Background: an optimization exercise with open tools, aiming at small area, a short achievable clock period and few clock cycles. Do not read the settings as production practice. RTL that was checked went through simulation tests only; none was proved equivalent to the original. Power figures rest on the tool's default switching activity, not on a simulated workload.

wip/zinc:
==> flow/design.v <==
module ULA (
	input  [15:0] A,
	input  [15:0] B,
	input  [4:0]  OP,
	input  [6:0]  SEL,         
	input  [15:0] LIDO,        
	input  [15:0] LITERAL,
	input  [15:0] LINK,
	output [15:0] RESU,        
	output O,
	output C,
	output S,
	output Z
);
	wire [15:0] Y = OP[1] ? {16{OP[2]}} : (B ^ {16{OP[2]}});
	wire [16:0] SOMA = {1'b0, A} + {1'b0, Y} + {16'd0, OP[0]};
	wire C_arit = SOMA[16] ^ (OP[2] & ~OP[1]);
	assign O = (A[15] == Y[15]) && (SOMA[15] != A[15]);
	wire um = (OP[3:0] == 4'b1111);
	wire [15:0] LOGICA;
	genvar i;
	generate
		for (i = 0; i < 16; i = i + 1) begin : g_logica
			assign LOGICA[i] = OP[{~B[i], ~A[i]}] && (i == 0 || !um);
		end
	endgenerate
	wire [15:0] LS = ({16{SEL[1]}} & LOGICA)
	               | ({16{SEL[2]}} & {A[14:0], 1'b0})
	               | ({16{SEL[3]}} & {A[15], A[15:1]});
	assign RESU = ({16{SEL[0]}} & SOMA[15:0]) | LS
	            | ({16{SEL[4]}} & LIDO) | ({16{SEL[5]}} & LITERAL) | ({16{SEL[6]}} & LINK);
	assign C = OP[3] ? (OP[0] ? A[0] : A[15]) : C_arit;
	assign S = SEL[0] ? SOMA[15] : LS[15];
	assign Z = SEL[0] ? (SOMA[15:0] == 16'd0) : (LS == 16'd0);
endmodule
module Registrador_Flags(
	input clock,
	input reset,
	input habilita,
	input [4:0] controleOperacao,
	input Z, C, S, O,
	output reg [3:0] ZCSO       
);
	always @(posedge clock) begin
		if (reset)
			ZCSO <= 4'b0000;
		else if (habilita) begin
			case (controleOperacao)
				5'b10000: ZCSO[0] <= Z;
				5'b01000, 5'b01001: begin
					ZCSO[0] <= Z; ZCSO[1] <= C; ZCSO[2] <= S;
				end
				5'b00000, 5'b00001, 5'b00011,
				5'b00100, 5'b00101, 5'b00110: begin
					ZCSO <= {O, S, C, Z};
				end
				5'b10001, 5'b10010,
				5'b10100, 5'b10101, 5'b10110, 5'b10111,
				5'b11000, 5'b11001, 5'b11010, 5'b11011,
				5'b11100, 5'b11101, 5'b11110: begin
					ZCSO[0] <= Z; ZCSO[2] <= S;
				end
				default: ;
			endcase
		end
	end
endmodule
module TesteFlagsTemporario(
	input [3:0] RFlag_ZCSO,
	input [3:0] condicao,
	input Ver_Fal,
	output reg saida
);
	always @(*) begin
		case (condicao)
			4'b0100: saida = ~(Ver_Fal ^ RFlag_ZCSO[2]);
			4'b0101: saida = ~(Ver_Fal ^ RFlag_ZCSO[0]);
			4'b0110: saida = ~(Ver_Fal ^ RFlag_ZCSO[1]);
			4'b0111: saida = (~(Ver_Fal ^ RFlag_ZCSO[2])) | (~(Ver_Fal ^ RFlag_ZCSO[0]));
			4'b0000: saida = Ver_Fal;
			4'b0011: saida = ~(Ver_Fal ^ RFlag_ZCSO[3]);
			default: saida = 1'b0;
		endcase
	end
endmodule
module Extensor(
	input [15:0] instrucao,
	input desvia,              
	input [15:0] PC,
	input [15:0] B,
	output [15:0] proximo
);
	wire [15:0] desloc = !desvia ? 16'd1
	                   : instrucao[13] ? {{4{instrucao[11]}}, instrucao[11:0]}    
	                                   : {{8{instrucao[7]}}, instrucao[7:0]};     
	assign proximo = (desvia && instrucao[13:12] == 2'b11) ? B : PC + desloc;
endmodule
module Banco_Registro (
	input clock,
	input Hab_Lo,
	input Hab_Hi,
	input [2:0] Sel_E,
	input [15:0] E,
	input [2:0] Sel_A,
	input [2:0] Sel_B,
	output [15:0] A,
	output [15:0] B
);
	reg [127:0] registro;    
	integer i;
	always @(posedge clock)
		for (i = 0; i < 8; i = i + 1) begin
			if (Hab_Lo && Sel_E == i)
				registro[16*i +: 8] <= E[7:0];
			if (Hab_Hi && Sel_E == i)
				registro[16*i+8 +: 8] <= E[15:8];
		end
	assign A = registro[16*Sel_A +: 16];
	assign B = registro[16*Sel_B +: 16];
endmodule
module IntegracaoModulos(
	input clock,
	input reset,
	output [15:0] imem_addr,
	input  [15:0] imem_data,
	output [15:0] dmem_addr,
	output [15:0] dmem_wdata,
	output dmem_we,
	input  [15:0] dmem_rdata,
	output halted
);
	reg [15:0] PC;         
	reg [15:0] IR;         
	reg [15:0] RA, RB;     
	reg        valido;     
	reg        halted_r;   
	reg        escrita;    
	reg  [6:0] sel;        
	wire [1:0] formato = IR[15:14];
	wire [4:0] op = IR[10:6];
	wire [15:0] A, B, RESU, proximo;
	wire Z, C, S, O, salto;
	wire [3:0] ZCSO;
	wire eh_alu   = (formato == 2'b10);
	wire eh_store = eh_alu && (op == 5'b01011);
	wire eh_jreg  = (formato == 2'b00) && (IR[13:12] == 2'b11);
	wire eh_jal   = eh_jreg && !IR[11];
	wire desvia   = valido && (formato == 2'b00) && (IR[13] ? 1'b1 : salto);
	wire [2:0] Sel_E = eh_jal ? 3'd6 : IR[13:11];
	wire [15:0] E = RESU;
	wire [15:0] literal = IR[15] ? {IR[7:0], IR[7:0]} : {{5{IR[10]}}, IR[10:0]};
	wire escreve = valido && ((formato == 2'b01) || (eh_alu && !eh_store) || eh_jal);
	wire hab_lo = escreve || (valido && formato == 2'b11 && !IR[10]);
	wire hab_hi = escreve || (valido && formato == 2'b11 && IR[10]);
	wire [2:0] Sel_A = imem_data[5:3];
	wire [2:0] Sel_B = imem_data[2:0];
	Banco_Registro Banco_Registro(
		.clock(clock), .Hab_Lo(hab_lo), .Hab_Hi(hab_hi), .Sel_E(Sel_E), .E(E),
		.Sel_A(Sel_A), .Sel_B(Sel_B), .A(A), .B(B)
	);
	wire fA = (Sel_A == Sel_E), fB = (Sel_B == Sel_E);
	wire [1:0] fmt_F = imem_data[15:14];
	wire [4:0] op_F  = imem_data[10:6];
	wire [6:0] sel_F = {
		(fmt_F == 2'b00) && (imem_data[13:11] == 3'b110),                   
		fmt_F[0],                                                             
		(fmt_F == 2'b10) && (op_F == 5'b01010),                               
		(fmt_F == 2'b10) && (op_F == 5'b01001),                               
		(fmt_F == 2'b10) && (op_F == 5'b01000),                               
		(fmt_F == 2'b10) && op_F[4],                                          
		(fmt_F == 2'b10) && (op_F[4:3] == 2'b00) && (op_F[2:0] != 3'b010)
		                 && (op_F[2:0] != 3'b111)                             
	};
	always @(posedge clock) begin
		if (reset) begin
			PC <= 16'd0;
			valido <= 1'b0;
			halted_r <= 1'b0;
			escrita <= 1'b0;
		end else begin
			PC <= proximo;
			valido <= !desvia;
			if (!desvia && imem_data == 16'h2FFF)
				halted_r <= 1'b1;
			escrita <= !desvia && (imem_data[15:14] == 2'b10) && (imem_data[10:6] == 5'b01011);
		end
		IR <= imem_data;
		sel <= sel_F;
		RA[7:0]  <= (fA && hab_lo) ? E[7:0]  : A[7:0];
		RA[15:8] <= (fA && hab_hi) ? E[15:8] : A[15:8];
		RB[7:0]  <= (fB && hab_lo) ? E[7:0]  : B[7:0];
		RB[15:8] <= (fB && hab_hi) ? E[15:8] : B[15:8];
	end
	assign imem_addr = PC;
	assign halted = halted_r;
	Extensor Extensor(.instrucao(IR), .desvia(desvia), .PC(PC), .B(RB), .proximo(proximo));
	ULA ULA(.A(RA), .B(RB), .OP(op), .SEL(sel), .LIDO(dmem_rdata), .LITERAL(literal),
	        .LINK(PC), .RESU(RESU), .O(O), .C(C), .S(S), .Z(Z));
	Registrador_Flags Registrador_Flags(
		.clock(clock), .reset(reset), .habilita(valido && eh_alu), .controleOperacao(op),
		.Z(Z), .C(C), .S(S), .O(O), .ZCSO(ZCSO)
	);
	TesteFlagsTemporario TesteFlagsTemporario(
		.RFlag_ZCSO(ZCSO), .condicao(IR[11:8]), .Ver_Fal(IR[12]), .saida(salto)
	);
	assign dmem_addr  = RA;
	assign dmem_wdata = RB;
	assign dmem_we    = escrita;
endmodule
clock: 9.0 ns
lec_check: 0
cap_margin: 20
core_margin: 2
core_utilization: 40
setup_slack_margin: 5
slew_margin: 20
standard.sh (not shown) runs the stock make flow with config.mk's settings and CLKGATE_MAP_FILE= SYNTH_SCRIPT=/design/flow/synth_recipe.tcl, a recipe that flattens the netlist after the stock synthesis.
==> flow/flow/run.sh <==
#!/bin/bash
# The standard layout, with two changes to how it is made:
#  - ports are buffered with buf_2 cells (by default buffer_ports picks a
#    delay buffer, clkdlybuf4s50_1, which is larger and slower);
#  - clock tree synthesis adds no dummy loads.
set -euo pipefail
bash standard.sh \
	"BUFFER_PORTS_ARGS=-buffer_cell sky130_fd_sc_hd__buf_2" \
	"CTS_ARGS=-sink_clustering_enable -repair_clock_nets -dont_use_dummy_load" \
	finish > standard.log 2>&1
Edits applied to the flow inputs when going from wip/zinc to wip/raven:
--- a/flow/design.v
+++ b/flow/design.v
@@ -1,20 +1,17 @@
 module ULA (
 	input  [15:0] A,
 	input  [15:0] B,
 	input  [4:0]  OP,
-	input  [6:0]  SEL,         
-	input  [15:0] LIDO,        
-	input  [15:0] LITERAL,
-	input  [15:0] LINK,
-	output [15:0] RESU,        
+	output reg [15:0] RESU,
 	output O,
 	output C,
 	output S,
 	output Z
 );
 	wire [15:0] Y = OP[1] ? {16{OP[2]}} : (B ^ {16{OP[2]}});
 	wire [16:0] SOMA = {1'b0, A} + {1'b0, Y} + {16'd0, OP[0]};
+	wire arit_ok = (OP[2:0] != 3'b010) && (OP[2:0] != 3'b111);
 	wire C_arit = SOMA[16] ^ (OP[2] & ~OP[1]);
 	assign O = (A[15] == Y[15]) && (SOMA[15] != A[15]);
 	wire um = (OP[3:0] == 4'b1111);
 	wire [15:0] LOGICA;
@@ -23,16 +20,23 @@
 		for (i = 0; i < 16; i = i + 1) begin : g_logica
 			assign LOGICA[i] = OP[{~B[i], ~A[i]}] && (i == 0 || !um);
 		end
 	endgenerate
-	wire [15:0] LS = ({16{SEL[1]}} & LOGICA)
-	               | ({16{SEL[2]}} & {A[14:0], 1'b0})
-	               | ({16{SEL[3]}} & {A[15], A[15:1]});
-	assign RESU = ({16{SEL[0]}} & SOMA[15:0]) | LS
-	            | ({16{SEL[4]}} & LIDO) | ({16{SEL[5]}} & LITERAL) | ({16{SEL[6]}} & LINK);
+	always @(*) begin
+		if (OP[4])
+			RESU = LOGICA;
+		else if (!OP[3])
+			RESU = arit_ok ? SOMA[15:0] : 16'd0;
+		else if (OP[2:0] == 3'b000)
+			RESU = {A[14:0], 1'b0};
+		else if (OP[2:0] == 3'b001)
+			RESU = {A[15], A[15:1]};
+		else
+			RESU = 16'd0;
+	end
 	assign C = OP[3] ? (OP[0] ? A[0] : A[15]) : C_arit;
-	assign S = SEL[0] ? SOMA[15] : LS[15];
-	assign Z = SEL[0] ? (SOMA[15:0] == 16'd0) : (LS == 16'd0);
+	assign S = RESU[15];
+	assign Z = (RESU == 16'd0);
 endmodule
 module Registrador_Flags(
 	input clock,
 	input reset,
@@ -134,22 +138,29 @@
 	reg [15:0] RA, RB;     
 	reg        valido;     
 	reg        halted_r;   
 	reg        escrita;    
-	reg  [6:0] sel;        
 	wire [1:0] formato = IR[15:14];
 	wire [4:0] op = IR[10:6];
 	wire [15:0] A, B, RESU, proximo;
 	wire Z, C, S, O, salto;
 	wire [3:0] ZCSO;
 	wire eh_alu   = (formato == 2'b10);
 	wire eh_store = eh_alu && (op == 5'b01011);
+	wire eh_load  = eh_alu && (op == 5'b01010);
 	wire eh_jreg  = (formato == 2'b00) && (IR[13:12] == 2'b11);
 	wire eh_jal   = eh_jreg && !IR[11];
 	wire desvia   = valido && (formato == 2'b00) && (IR[13] ? 1'b1 : salto);
 	wire [2:0] Sel_E = eh_jal ? 3'd6 : IR[13:11];
-	wire [15:0] E = RESU;
-	wire [15:0] literal = IR[15] ? {IR[7:0], IR[7:0]} : {{5{IR[10]}}, IR[10:0]};
+	reg  [15:0] E;
+	always @(*) begin
+		case (formato)
+			2'b01:   E = {{5{IR[10]}}, IR[10:0]};
+			2'b11:   E = {IR[7:0], IR[7:0]};
+			2'b10:   E = eh_load ? dmem_rdata : RESU;
+			default: E = PC;
+		endcase
+	end
 	wire escreve = valido && ((formato == 2'b01) || (eh_alu && !eh_store) || eh_jal);
 	wire hab_lo = escreve || (valido && formato == 2'b11 && !IR[10]);
 	wire hab_hi = escreve || (valido && formato == 2'b11 && IR[10]);
 	wire [2:0] Sel_A = imem_data[5:3];
@@ -158,20 +169,8 @@
 		.clock(clock), .Hab_Lo(hab_lo), .Hab_Hi(hab_hi), .Sel_E(Sel_E), .E(E),
 		.Sel_A(Sel_A), .Sel_B(Sel_B), .A(A), .B(B)
 	);
 	wire fA = (Sel_A == Sel_E), fB = (Sel_B == Sel_E);
-	wire [1:0] fmt_F = imem_data[15:14];
-	wire [4:0] op_F  = imem_data[10:6];
-	wire [6:0] sel_F = {
-		(fmt_F == 2'b00) && (imem_data[13:11] == 3'b110),                   
-		fmt_F[0],                                                             
-		(fmt_F == 2'b10) && (op_F == 5'b01010),                               
-		(fmt_F == 2'b10) && (op_F == 5'b01001),                               
-		(fmt_F == 2'b10) && (op_F == 5'b01000),                               
-		(fmt_F == 2'b10) && op_F[4],                                          
-		(fmt_F == 2'b10) && (op_F[4:3] == 2'b00) && (op_F[2:0] != 3'b010)
-		                 && (op_F[2:0] != 3'b111)                             
-	};
 	always @(posedge clock) begin
 		if (reset) begin
 			PC <= 16'd0;
 			valido <= 1'b0;
@@ -184,19 +183,17 @@
 				halted_r <= 1'b1;
 			escrita <= !desvia && (imem_data[15:14] == 2'b10) && (imem_data[10:6] == 5'b01011);
 		end
 		IR <= imem_data;
-		sel <= sel_F;
 		RA[7:0]  <= (fA && hab_lo) ? E[7:0]  : A[7:0];
 		RA[15:8] <= (fA && hab_hi) ? E[15:8] : A[15:8];
 		RB[7:0]  <= (fB && hab_lo) ? E[7:0]  : B[7:0];
 		RB[15:8] <= (fB && hab_hi) ? E[15:8] : B[15:8];
 	end
 	assign imem_addr = PC;
 	assign halted = halted_r;
 	Extensor Extensor(.instrucao(IR), .desvia(desvia), .PC(PC), .B(RB), .proximo(proximo));
-	ULA ULA(.A(RA), .B(RB), .OP(op), .SEL(sel), .LIDO(dmem_rdata), .LITERAL(literal),
-	        .LINK(PC), .RESU(RESU), .O(O), .C(C), .S(S), .Z(Z));
+	ULA ULA(.A(RA), .B(RB), .OP(op), .RESU(RESU), .O(O), .C(C), .S(S), .Z(Z));
 	Registrador_Flags Registrador_Flags(
 		.clock(clock), .reset(reset), .habilita(valido && eh_alu), .controleOperacao(op),
 		.Z(Z), .C(C), .S(S), .O(O), .ZCSO(ZCSO)
 	);
## What came out
The flow did not stop early for wip/zinc: all stages ran, and the layout cleared the timing, DRC and antenna checks.
wip/raven | stages: all done | timing, DRC, antenna: all pass
Compared with wip/zinc, wip/raven shows a relative contribution of the clock network to total power that is 4.4 points lower.
Per the comparison of wip/raven with wip/zinc, die boundary width went down by 1.4 µm; synthesized-area fraction occupied by adder cells was more or less identical; number of buffers and inverters on the critical path was more or less identical.
Summary of wip/raven over wip/zinc: synthesis-to-finish area growth rose 0.32 points, arrival time at the worst endpoint fell 0.24 ns, total design power fell 8.1%, sum of routed wire length over all layers fell 0.44%, worst ir drop on vdd rose about 37%.
From wip/zinc to wip/raven the numbers moved as follows: final cell utilization of the core now sits lower, number of buffers inserted to repair setup after CTS now sits lower, register cell area after layout now sits lower, number of buffers inserted by port buffering now sits at about the same level.
Taking wip/zinc over wip/raven, the largest net degree at the start of global routing ratio works out to 1.07.
Testbench counts of wip/raven, summed over its fixed seeds: cycles 28,186.
For wip/zinc, only the layout was checked, not whether the RTL still works.

## static timing again, ports no longer ideal
Ports are ideal in the flow. The routed layouts listed here were re-timed in OpenROAD.
Step 1 sets driving cells, clkbuf_16 on the clock port and buf_2 on the other inputs (assumed; they add their load-dependent delay and slew).
Step 2 times the ports against the registers' clock, not the clock port: input delays grow and output delays shrink by t, the midpoint of the rising clock arrivals with the driver on.
Three values: ideal, step 1, step 2; two values: the first two.
run	t, ns	setup WS [ns]	worst hold slack (ns)	worst data-port slew with drivers (ns)	pins driven straight from the clock port
wip/zinc	0.544	5.240 / 5.240 / 5.026	0.470 / 0.470 / 0.470	0.04	1
wip/raven	0.487	5.189 / 5.189 / 5.086	0.499 / 0.499 / 0.499	0.05	1
After both steps every run listed still meets setup and hold. The setup slack of wip/zinc, which loses most, moves by 0.000 ns with the drivers and by -0.214 ns with both steps.
